This design comes from an exercise in tuning for small area, a short achievable clock period and few clock cycles per item on the open sky130 flow, not from production work. Only simulation tests tie the RTL to the original design; equivalence was not proved. Power figures rest on the tool's default switching activity, not on a simulated workload.

Setup of JK:
==> flow/design.v (excerpt) <==
module bmlp_top(
  input  wire       clk,
  input  wire       rst,
  input  wire       start,
  output reg  [6:0] dmem_addr,
  input  wire [8:0] dmem_data,
  output reg        done,
  output reg        bin_class
);
For scale: ~4200 cells after synthesis, ~710 flip-flops, ~21 I/O pins, roughly 0.040 mm2 of cells after synthesis.
==> flow/config.mk <==
export PLATFORM = sky130hd
export DESIGN_NAME = bmlp_top
export DESIGN_NICKNAME = bmlp_top
export VERILOG_FILES = /design/flow/design.v
export SDC_FILE = /design/flow/constraint.sdc
export NUM_CORES = 4
export LEC_CHECK = 0
export ABC_CLOCK_PERIOD_IN_PS = 3000
export CAP_MARGIN = 20
export CORE_MARGIN = 2
export CORE_UTILIZATION = 40
export SETUP_SLACK_MARGIN = 5
export SLEW_MARGIN = 20
export SYNTH_MEMORY_MAX_BITS = 8192
==> flow/constraint.sdc <==
create_clock -name core_clock -period 8.0 [get_ports {clk}]
set_input_delay 1.6000 -clock core_clock [delete_from_list [all_inputs] [get_ports {clk}]]
set_output_delay 1.6000 -clock core_clock [all_outputs]
set_load 0.01 [all_outputs]
run.sh (not shown) runs the stock make flow with config.mk's settings and CLKGATE_MAP_FILE= SYNTH_SCRIPT=/design/flow/synth_recipe.tcl, a recipe that flattens the netlist after the stock synthesis.
Testbench counts of JK, summed over its fixed seeds: cycles 23,688, items 128.
diff inputs: JK => MS
# JK
export LEC_CHECK = 0
export ABC_CLOCK_PERIOD_IN_PS = 3000
export CAP_MARGIN = 20
export CORE_MARGIN = 2
export CORE_UTILIZATION = 40
export SETUP_SLACK_MARGIN = 5
export SLEW_MARGIN = 20
export SYNTH_MEMORY_MAX_BITS = 8192
create_clock -name core_clock -period 8.0 [get_ports {clk}]
# MS
export LEC_CHECK = 0
export ABC_CLOCK_PERIOD_IN_PS = 3000
export CAP_MARGIN = 20
export CORE_MARGIN = 2
export CORE_UTILIZATION = 60
export SETUP_SLACK_MARGIN = 5
export SLEW_MARGIN = 20
export SYNTH_MEMORY_MAX_BITS = 8192
create_clock -name core_clock -period 8.0 [get_ports {clk}]
--- outcome ---
JK: PASS, flow complete, no timing, DRC or antenna violations. MS: all stages complete, timing, DRC and antenna checks passed. | total placed cells including tap cells | MS vs JK | 433 lower |. Combinational share of power up 1.4 points in MS wrt JK. MS gives more overall global routing resource usage than JK did. Between JK and MS, the flow reports upper clock frequency limit increasing by a few percent. Width of the chip of MS falls short of that of JK by more than 10%. MS ends up with lower floorplan die area than JK does. JK has lower met3 usage in global routing than MS. Startpoint of the most critical setup path: k[1] -> MS, k[0] -> JK. Changes observed in MS relative to JK: hold path depth comparable, well-tap cell count now smaller.
## Diff of input files: AL against MS
# MS
export LEC_CHECK = 0
export ABC_CLOCK_PERIOD_IN_PS = 3000
export CAP_MARGIN = 20
export CORE_MARGIN = 2
export CORE_UTILIZATION = 60
export SETUP_SLACK_MARGIN = 5
export SLEW_MARGIN = 20
export SYNTH_MEMORY_MAX_BITS = 8192
create_clock -name core_clock -period 8.0 [get_ports {clk}]
# AL
export LEC_CHECK = 0
export ABC_AREA = 1
export CAP_MARGIN = 20
export CORE_MARGIN = 2
export CORE_UTILIZATION = 60
export CTS_CLUSTER_DIAMETER = 120
export CTS_CLUSTER_SIZE = 18
export SETUP_SLACK_MARGIN = 5
export SLEW_MARGIN = 20
export SYNTH_MEMORY_MAX_BITS = 8192
create_clock -name core_clock -period 8.0 [get_ports {clk}]
==> run notes <==
- AL vs MS: worst setup slack after placement up
- The number of buffers created by CTS number comes out higher for MS vs AL.
- AL — total via count in the routed design 1952 lower, MS as reference
- MS vs AL, end point of the critical path: w0[21] vs w0[22]
- AL — clock skew 0.0074 ns higher, MS as reference
### AL -> TR
# AL
export LEC_CHECK = 0
export ABC_AREA = 1
export CAP_MARGIN = 20
export CORE_MARGIN = 2
export CORE_UTILIZATION = 60
export CTS_CLUSTER_DIAMETER = 120
export CTS_CLUSTER_SIZE = 18
export SETUP_SLACK_MARGIN = 5
export SLEW_MARGIN = 20
export SYNTH_MEMORY_MAX_BITS = 8192
create_clock -name core_clock -period 8.0 [get_ports {clk}]
# TR
export LEC_CHECK = 0
export ABC_CLOCK_PERIOD_IN_PS = 2500
export CAP_MARGIN = 20
export CORE_MARGIN = 2
export CORE_UTILIZATION = 40
export SETUP_SLACK_MARGIN = 5
export SLEW_MARGIN = 20
export SYNTH_MEMORY_MAX_BITS = 8192
create_clock -name core_clock -period 8.0 [get_ports {clk}]
==> comparison <==
- Setup slack after layout: higher on AL
- Number of buffers inserted by post-CTS setup repair (TR over AL): increase, 17
- Die size: TR exceeds AL
- Share of cell area taken by multi-input logic gates delta for TR relative to AL: 0.23 points higher
- Compared to AL, TR has critical path depth 1 lower.
- TR vs AL: relative max-transition margin down
- Of AL and TR, the higher total power belongs to TR.
Input changes introduced in PW (baseline for comparison: TR):
# TR
export LEC_CHECK = 0
export ABC_CLOCK_PERIOD_IN_PS = 2500
export CAP_MARGIN = 20
export CORE_MARGIN = 2
export CORE_UTILIZATION = 40
export SETUP_SLACK_MARGIN = 5
export SLEW_MARGIN = 20
export SYNTH_MEMORY_MAX_BITS = 8192
create_clock -name core_clock -period 8.0 [get_ports {clk}]
# PW
export LEC_CHECK = 0
export ABC_AREA = 1
export CAP_MARGIN = 20
export CORE_MARGIN = 2
export CORE_UTILIZATION = 60
export SETUP_SLACK_MARGIN = 5
export SLEW_MARGIN = 20
export SYNTH_MEMORY_MAX_BITS = 8192
create_clock -name core_clock -period 8.0 [get_ports {clk}]
--- outcome ---
Per the comparison of PW with TR, clock skew fell 0.020 ns; final net count saw an increase; number of buffers added by the clock tree synthesis step shrank by 7.2%; routing usage on met2 up 19 points. Clock network fraction of total power ends up lower on PW. Sequential cell count of the final layout: PW vs TR, no meaningful difference. Sort TR and PW by cell count after synthesis desc -> top: PW. Against TR, PW comes in 4.5 points lower on compound-gate portion of the synthesized area. Multiplexer share of the synthesized area ends up higher on TR. Critical path capture point: w0[21] -> TR, w0[22] -> PW. TR → PW: register fraction of the total cell area shows an increase of 2.2 points, share of the cycle needed by the critical path after routing shows a reduction of 1.7 points.

========
run A:
bmlp_top again, from the RTL that the note above started with.
Design bmlp_top, start of the top module:
module bmlp_top(
  input  wire       clk,
  input  wire       rst,
  input  wire       start,
  output reg  [6:0] dmem_addr,
  input  wire [8:0] dmem_data,
  output reg        done,
  output reg        bin_class
);
  reg        busy;
  reg  [7:0] k;           
  reg  [5:0] o;           
  reg  [8:0] d;           
  reg  [9:0] init0;       
  reg  [9:0] init1;
  reg  [59:0] b1;         
  always @(posedge clk) begin
    if (~rst) begin
      busy <= 1'b0; k <= 8'd0; done <= 1'b0; dmem_addr <= 7'd0;
    end else begin
      done <= 1'b0;
      if (~busy) begin
        k <= 8'd0;
        if (start) begin
          busy <= 1'b1; dmem_addr <= 7'd1;
        end
      end else begin
        k <= k + 8'd1;
        if (o == 6'd37) begin busy <= 1'b0; done <= 1'b1; end
        if (k <= 8'd141) begin
          if (dmem_addr[3:0] == 4'd15)
            dmem_addr <= {(dmem_addr[6:4] >= 3'd4) ? dmem_addr[6:4] - 3'd4 : dmem_addr[6:4] + 3'd3, 4'd0};
          else
            dmem_addr[3:0] <= dmem_addr[3:0] + 4'd1;
        end else
          dmem_addr <= 7'd0;
      end
    end
  end
  always @(posedge clk) begin
    o <= ~busy ? 6'd63 : (k == 8'd145) ? 6'd0 : (o == 6'd63) ? 6'd63 : o + 6'd1;
    d <= dmem_data;
    init0[0] <= busy && (k == 8'd0);
    init0[1] <= busy && (k == 8'd16);
    init0[2] <= busy && (k == 8'd32);
    init0[3] <= busy && (k == 8'd48);
  ...
Settings: LEC_CHECK=0, ABC_AREA=1, CAP_MARGIN=20, CORE_MARGIN=2, CORE_UTILIZATION=60, CTS_CLUSTER_DIAMETER=100, CTS_CLUSTER_SIZE=16, SETUP_SLACK_MARGIN=5, SLEW_MARGIN=20, SYNTH_MEMORY_MAX_BITS=8192; clock period 8.0 ns.
Testbench counts of run A, summed over its fixed seeds: cycles 23,688, items 128.
Modified inputs, run B compared to run A
diff --git a/flow/config.mk b/flow/config.mk
--- a/flow/config.mk
+++ b/flow/config.mk
@@ -7,3 +7,3 @@
 export LEC_CHECK = 0
-export ABC_AREA = 1
+export ABC_CLOCK_PERIOD_IN_PS = 3000
 export CAP_MARGIN = 20
@@ -11,4 +11,3 @@
 export CORE_UTILIZATION = 60
-export CTS_CLUSTER_DIAMETER = 100
-export CTS_CLUSTER_SIZE = 16
+export CTS_BUF_LIST = sky130_fd_sc_hd__clkbuf_8
 export SETUP_SLACK_MARGIN = 5
Notes after the runs:
- Across run B and run A, the outcome is the same: a clean finish for every run.
- Looking at leading cell type in the layout, fill and taps excluded, the sky130_fd_sc_hd__nand2_1 result is from run A; the sky130_fd_sc_hd__dfxtp_1 one comes from run B.
- Taking run A as the reference, in run B post-place setup slack -210 ps, fraction of power consumed by sequential logic decreased by 5.5 points relative to the old numbers, non-clock buffer count now larger.
- Comparing first-iteration DRC count for run B and run A, the bigger number came from run B.
- Diff run A -> run B: final period demand of the worst path now smaller, first-pass GRT wire length went up, core occupancy in the finished layout went up, number of vias after detailed routing grew by 7.0%.
- pw[7] as the end of the critical path was reported by run B, and pw[2] by run A.

========
== main ==
Another version of the RTL of bmlp_top (not shown whole).
Size: about 820 flip-flops.
==> flow/config.mk <==
export PLATFORM = sky130hd
export DESIGN_NAME = bmlp_top
export DESIGN_NICKNAME = bmlp_top
export VERILOG_FILES = /design/flow/design.v
export SDC_FILE = /design/flow/constraint.sdc
export NUM_CORES = 4
export LEC_CHECK = 0
export ABC_CLOCK_PERIOD_IN_PS = 3000
export CAP_MARGIN = 20
export CORE_MARGIN = 2
export CORE_UTILIZATION = 40
export SETUP_SLACK_MARGIN = 5
export SLEW_MARGIN = 20
export SYNTH_MEMORY_MAX_BITS = 8192
==> flow/constraint.sdc <==
create_clock -name core_clock -period 8.0 [get_ports {clk}]
set_input_delay 1.6000 -clock core_clock [delete_from_list [all_inputs] [get_ports {clk}]]
set_output_delay 1.6000 -clock core_clock [all_outputs]
set_load 0.01 [all_outputs]
main completed every stage of the flow, and the final layout passed the timing, DRC and antenna checks.
Testbench counts of main, summed over its fixed seeds: cycles 23,560, items 128.
## Diff of input files: the feature branch against main
-- flow/config.mk --
<<< main, line 8
export ABC_CLOCK_PERIOD_IN_PS = 3000
>>> the feature branch, line 8
<<< main, line 12
export SETUP_SLACK_MARGIN = 5
>>> the feature branch, line 11
### Flow results
Of the feature branch and main, the lower routed wire length on met3 belongs to the feature branch.
[compare] base=main new=the feature branch: combinational power level; clock tree skew after final layout level.

==> what the ideal ports hide <==
No port has a modelled driver above. Below, the same layouts with a new extraction and two added sets of constraints. Step 1: set_driving_cell puts a clkbuf_16 on clk and a buf_2 on each other input, an assumption about the parent block. Step 2, shift: input delay + t, output delay - t, t = (earliest + latest rising clock arrival at the registers) / 2. This alone moves slack from input paths to output paths. Three values: ideal ports, drivers, drivers and shift; two values: the first two.
run	t, ns	setup WS [ns]	hold slack, ns	worst setup path at the end	pins driven straight from the clock port
JK	0.712	4.831 / 4.831 / 4.614	0.329 / 0.329 / 0.329	input to register	1
MS	0.698	4.945 / 4.945 / 4.598	0.327 / 0.327 / 0.327	input to register	1
AL	0.661	4.978 / 4.978 / 4.959	0.349 / 0.349 / 0.349	input to register	1
TR	0.712	4.831 / 4.831 / 4.614	0.329 / 0.329 / 0.329	input to register	1
PW	0.706	4.964 / 4.964 / 4.928	0.327 / 0.327 / 0.327	input to register	1
run A	0.692	4.956 / 4.956 / 4.956	0.336 / 0.336 / 0.336	register to register	1
run B	0.799	5.015 / 4.988 / 4.586	0.325 / 0.325 / 0.325	input to register	1
main	0.724	3.859 / 3.859 / 3.859	0.326 / 0.326 / 0.326	register to register	1
the feature branch	0.720	3.536 / 3.536 / 3.536	0.324 / 0.324 / 0.324	register to register	1
After both steps setup and hold are still met in every run listed. For run B, which loses most, drivers alone change the setup slack by -0.027 ns; drivers and shift together by -0.429 ns.
